Context: an optimization exercise on an open-source flow, tuned for small area, a short achievable clock period and few clock cycles. The choices shown serve that exercise and are no tape-out recipe. RTL that was checked went through simulation tests only; none was proved equivalent to the original.

==> 05-20 <==
==> flow/design.v <==
module MFE(clk, reset, ready, busy, iaddr, idata, data_rd, addr, data_wr, wen);
input              clk, reset;
input              ready;
output reg         busy;
output reg  [13:0] iaddr;
input       [ 7:0] idata;
input       [ 7:0] data_rd;
output reg  [13:0] addr;
output reg  [ 7:0] data_wr;
output reg         wen;
function gt8;
    input [7:0] a, b;
    reg [7:0] g1, e1;
    reg [3:0] g2, e2;
    reg [1:0] g3, e3;
    integer i;
    begin
        g1 = a & ~b;
        e1 = a | ~b;
        for (i = 0; i < 4; i = i + 1) begin
            g2[i] = g1[2*i+1] | (e1[2*i+1] & g1[2*i]);
            e2[i] = g1[2*i+1] | (e1[2*i+1] & e1[2*i]);
        end
        for (i = 0; i < 2; i = i + 1) begin
            g3[i] = g2[2*i+1] | (e2[2*i+1] & g2[2*i]);
            e3[i] = g2[2*i+1] | (e2[2*i+1] & e2[2*i]);
        end
        gt8 = g3[1] | (e3[1] & g3[0]);
    end
endfunction
reg        p_first, p_second, p_third;
reg  [1:0] pcnt;        
reg        zcol;        
reg        znew;        
reg        act;         
wire [6:0] rrow = iaddr[13:7];
wire [6:0] rcol = iaddr[6:0];
wire       pix_ok = act && !((p_third && rrow == 7'd127) || (p_second && rrow == 7'd0));
reg  [7:0] r0;
reg  [7:0] q0, q1, q2;                 
wire       ce0 = gt8(q0, r0) | p_first;
wire       ce1 = gt8(q1, r0) | !p_third;
always @(posedge clk) begin
    r0 <= pix_ok ? idata : 8'd0;
    q0 <= ce0 ? r0 : q0;
    q1 <= ce0 ? q0 : (ce1 ? r0 : q1);
    q2 <= ce1 ? q1 : r0;
end
reg  [23:0] P, Q;
always @(posedge clk) begin
    Q <= P;
    P <= p_first ? {q2, q1, q0} : Q;
end
wire [7:0] ql = Q[ 7: 0];
wire [7:0] qm = Q[15: 8];
wire [7:0] qh = Q[23:16];
wire [7:0] vl = zcol ? 8'd0 : ql;
wire [7:0] vh = zcol ? 8'd0 : qh;
reg  [7:0] L, H, M;
wire gtL = gt8(ql, L) & ~zcol;
wire ltH = gt8(H, qh) | zcol;
wire [7:0] ma = qm, mb = P[15:8], mc = q1;
wire m_ab = gt8(ma, mb) & ~zcol;
wire m_ac = (gt8(ma, mc) | znew) & ~zcol;
wire m_bc = gt8(mb, mc) | znew;
wire [7:0] m_med = m_ab ? (m_bc ? mb : (m_ac ? mc : ma)) : (m_ac ? ma : (m_bc ? mc : mb));
always @(posedge clk) begin
    if (p_first | gtL) L <= vl;
    if (p_first | ltH) H <= vh;
    if (p_first) M <= m_med;
end
wire f_ab = gt8(L, M), f_ac = gt8(L, H), f_bc = gt8(M, H);
wire [7:0] f_med = f_ab ? (f_bc ? M : (f_ac ? H : L)) : (f_ac ? L : (f_bc ? H : M));
always @(posedge clk) begin
    data_wr <= f_med;
end
reg        last;        
always @(posedge clk or posedge reset) begin
    if (reset) begin
        busy     <= 1'b0;
        act      <= 1'b0;
        wen      <= 1'b0;
        last     <= 1'b0;
        p_first  <= 1'b0;
        p_second <= 1'b0;
        p_third  <= 1'b1;
        pcnt     <= 2'd0;
    end else begin
        wen <= act && p_first && pcnt == 2'd3;
        last <= act && p_first && pcnt == 2'd3 && addr == 14'd16255;
        if (!act) begin
            pcnt <= 2'd0;
            if (ready) begin
                busy     <= 1'b1;
                act      <= 1'b1;
                p_first  <= 1'b1;
                p_third  <= 1'b0;
            end
        end else begin
            p_first  <= p_third;
            p_second <= p_first;
            p_third  <= p_second;
            if (p_first && pcnt != 2'd3) pcnt <= pcnt + 2'd1;
            if (last) begin
                busy     <= 1'b0;
                act      <= 1'b0;
                p_first  <= 1'b0;
                p_second <= 1'b0;
                p_third  <= 1'b1;
            end
        end
    end
end
wire [13:0] iaddr_next = !act ? (ready ? 14'd0 : 14'd16256)
                              : iaddr + (p_second ? 14'd16129 : 14'd128);
always @(posedge clk) begin
    zcol <= (p_second && rcol == 7'd1) || (p_third && rcol == 7'd2);
    znew <= rcol == 7'd1;
    iaddr <= iaddr_next;
    addr <= iaddr_next - 14'd131;
end
endmodule
==> flow/flow/run.sh <==
#!/bin/bash
# The standard layout (the standard.sh, all ORFS steps), with three changes:
#  - Yosys's ABC maps with flow/abc_speed.script (the classic delay-targeted
#    mapper) in place of ORFS's abc_speed.script; ORFS's scripts are otherwise
#    used unchanged, from a copy in this folder;
#  - the ports get plain buf_2 buffers instead of the default delay-cell choice;
#  - clock tree synthesis uses no dummy loads.
set -euo pipefail
here=$(pwd)
rm -rf "$here/orfs_scripts"
cp -r "$FLOW_HOME/scripts" "$here/orfs_scripts"
cp "$here/flow/abc_speed.script" "$here/orfs_scripts/abc_speed.script"
bash standard.sh \
  SCRIPTS_DIR="$here/orfs_scripts" \
  BUFFER_PORTS_ARGS="-buffer_cell sky130_fd_sc_hd__buf_2" \
  CTS_ARGS="-sink_clustering_enable -repair_clock_nets -dont_use_dummy_load -buf_list {sky130_fd_sc_hd__clkbuf_4 sky130_fd_sc_hd__clkbuf_8}" \
  finish > standard.log 2>&1
==> flow/flow/abc_speed.script <==
strash
dch
map -D 1300
topo
buffer -c
upsize -c -D 1300
dnsize -c -D 1300
==> flow/standard.sh <==
#!/bin/bash
# synth_recipe.tcl (not shown) runs the flow's synth.tcl, then flattens the netlist and writes it again
# the make line also repeats each setting of config.mk as NAME=value (left out here)
make -C /OpenROAD-flow-scripts/flow DESIGN_CONFIG=/design/flow/config.mk WORK_HOME=/design/flow/orfs CLKGATE_MAP_FILE= SYNTH_SCRIPT=/design/flow/synth_recipe.tcl "${@:-finish}"
==> flow/config.mk <==
export PLATFORM = sky130hd
export DESIGN_NAME = MFE
export DESIGN_NICKNAME = MFE
export VERILOG_FILES = /design/flow/design.v
export SDC_FILE = /design/flow/constraint.sdc
export NUM_CORES = 4
export LEC_CHECK = 0
export CAP_MARGIN = 20
export CORE_MARGIN = 2
export CORE_UTILIZATION = 40
export CTS_BUF_LIST = sky130_fd_sc_hd__clkbuf_4 sky130_fd_sc_hd__clkbuf_8
export SETUP_SLACK_MARGIN = 4.5
export SLEW_MARGIN = 20
==> flow/constraint.sdc <==
create_clock -name core_clock -period 7.0 [get_ports {clk}]
set_input_delay 1.4000 -clock core_clock [delete_from_list [all_inputs] [get_ports {clk}]]
set_output_delay 1.4000 -clock core_clock [all_outputs]
set_load 0.01 [all_outputs]
==> 10-27: changes against 05-20 <==
==> flow/design.v, changed modules only <==
module MFE(clk, reset, ready, busy, iaddr, idata, data_rd, addr, data_wr, wen);
input              clk, reset;
input              ready;
output reg         busy;
output reg  [13:0] iaddr;
input       [ 7:0] idata;
input       [ 7:0] data_rd;
output reg  [13:0] addr;
output reg  [ 7:0] data_wr;
output reg         wen;
function gt8;
    input [7:0] a, b;
    reg [7:0] g1, e1;
    reg [3:0] g2, e2;
    reg [1:0] g3, e3;
    integer i;
    begin
        g1 = a & ~b;
        e1 = a | ~b;
        for (i = 0; i < 4; i = i + 1) begin
            g2[i] = g1[2*i+1] | (e1[2*i+1] & g1[2*i]);
            e2[i] = g1[2*i+1] | (e1[2*i+1] & e1[2*i]);
        end
        for (i = 0; i < 2; i = i + 1) begin
            g3[i] = g2[2*i+1] | (e2[2*i+1] & g2[2*i]);
            e3[i] = g2[2*i+1] | (e2[2*i+1] & e2[2*i]);
        end
        gt8 = g3[1] | (e3[1] & g3[0]);
    end
endfunction
reg        p_first, p_second, p_third;
reg  [1:0] pcnt;        
reg        zcol;        
reg        znew;        
wire [6:0] rrow = iaddr[13:7];
wire [6:0] rcol = iaddr[6:0];
wire       pix_ok = !((p_third && rrow == 7'd127) || (p_second && rrow == 7'd0));
reg  [7:0] r0;
reg  [7:0] q0, q1, q2;                 
wire       ce0 = gt8(q0, r0) | p_first;
wire       ce1 = gt8(q1, r0) | !p_third;
always @(posedge clk) begin
    r0 <= pix_ok ? idata : 8'd0;
    q0 <= ce0 ? r0 : q0;
    q1 <= ce0 ? q0 : (ce1 ? r0 : q1);
    q2 <= ce1 ? q1 : r0;
end
reg  [23:0] P, Q;
always @(posedge clk) begin
    Q <= P;
    P <= p_first ? {q2, q1, q0} : Q;
end
wire [7:0] ql = Q[ 7: 0];
wire [7:0] qm = Q[15: 8];
wire [7:0] qh = Q[23:16];
wire [7:0] vl = zcol ? 8'd0 : ql;
wire [7:0] vh = zcol ? 8'd0 : qh;
reg  [7:0] L, H, M;
wire gtL = gt8(ql, L) & ~zcol;
wire ltH = gt8(H, qh) | zcol;
wire [7:0] ma = qm, mb = P[15:8], mc = q1;
wire m_ab = gt8(ma, mb) & ~zcol;
wire m_ac = (gt8(ma, mc) | znew) & ~zcol;
wire m_bc = gt8(mb, mc) | znew;
wire [7:0] m_med = m_ab ? (m_bc ? mb : (m_ac ? mc : ma)) : (m_ac ? ma : (m_bc ? mc : mb));
always @(posedge clk) begin
    if (p_first | gtL) L <= vl;
    if (p_first | ltH) H <= vh;
    if (p_first) M <= m_med;
end
wire f_ab = gt8(L, M), f_ac = gt8(L, H), f_bc = gt8(M, H);
wire [7:0] f_med = f_ab ? (f_bc ? M : (f_ac ? H : L)) : (f_ac ? L : (f_bc ? H : M));
always @(posedge clk) begin
    data_wr <= f_med;
end
reg        act;
reg        last;        
always @(posedge clk or posedge reset) begin
    if (reset) begin
        busy     <= 1'b0;
        act      <= 1'b0;
        wen      <= 1'b0;
        last     <= 1'b0;
        p_first  <= 1'b0;
        p_second <= 1'b0;
        p_third  <= 1'b1;
        pcnt     <= 2'd0;
    end else begin
        wen <= act && p_first && pcnt == 2'd3;
        last <= act && p_first && pcnt == 2'd3 && iaddr == 14'd2;
        if (!act) begin
            pcnt <= 2'd0;
            if (ready) begin
                busy     <= 1'b1;
                act      <= 1'b1;
                p_first  <= 1'b1;
                p_third  <= 1'b0;
            end
        end else begin
            p_first  <= p_third;
            p_second <= p_first;
            p_third  <= p_second;
            if (p_first && pcnt != 2'd3) pcnt <= pcnt + 2'd1;
            if (last) begin
                busy     <= 1'b0;
                act      <= 1'b0;
                p_first  <= 1'b0;
                p_second <= 1'b0;
                p_third  <= 1'b1;
            end
        end
    end
end
always @(posedge clk) begin
    zcol <= (p_second && rcol == 7'd1) || (p_third && rcol == 7'd2);
    znew <= rcol == 7'd1;
    if (!act && !ready) iaddr <= 14'd16256;
    else                 iaddr <= iaddr + (p_second ? 14'd16129 : 14'd128);
    addr <= iaddr - 14'd3;
end
endmodule
==> key figures <==
Outcome
  • Outcome: no timing/DRC/antenna violations

Synthesis
  • Post-synthesis xor/xnor area fraction: 0.01994
  • Complex-gate fraction of the synthesized area: 0.2376
  • Simple-gate portion of the synthesized area: 0.1370

Hold path
  • Hold_sp: P[3]$_DFF_P_

GRT
  • Met2 Usage GRT: 0.2615

Drt
  • WL met3: 598 um

Timing
  • RSZ-0062 raised after global routing: yes

Cells and area
  • Fraction of area in registers: 0.4396

Floorplanning
  • Tapcell Cnt: 225

Place
  • HPWL Detailed: 10.98 mm
the above is filed under 05-20

==> key figures <==
Drt
  • WL met3: around 540 um

Cells and area
  • Fraction of area in registers: 0.4670

Outcome
  • Outcome: no timing/DRC/antenna violations

Synthesis
  • Post-synthesis xor/xnor area fraction: 0.01560

Hold path
  • Hold_sp: P[6]$_DFF_P_
the above is filed under 10-27

Testbench counts of 10-27, summed over its fixed seeds: cycles 393,296.
For 05-20, only the layout was checked, not whether the RTL still works.

-- port drivers added, routing unchanged --
No port has a modelled driver above. Below, the same layouts with a new extraction and two added sets of constraints. Step 1 assumes that a clkbuf_16 drives the clock port and a buf_2 every other input. Step 2, shift: input delay + t, output delay - t, t = (earliest + latest rising clock arrival at the registers) / 2. This alone moves slack from input paths to output paths. Slacks: no drivers / after step 1 / after step 2; pairs: no drivers / after step 1.
run	shift t [ns]	setup WS [ns]	pins driven straight from the clock port
05-20	0.465	4.552 / 4.514 / 4.366	1
10-27	0.472	4.576 / 4.537 / 4.670	1
After both steps every run listed still meets setup and hold. The setup slack of 05-20, which loses most, moves by -0.038 ns with the drivers and by -0.186 ns with both steps.
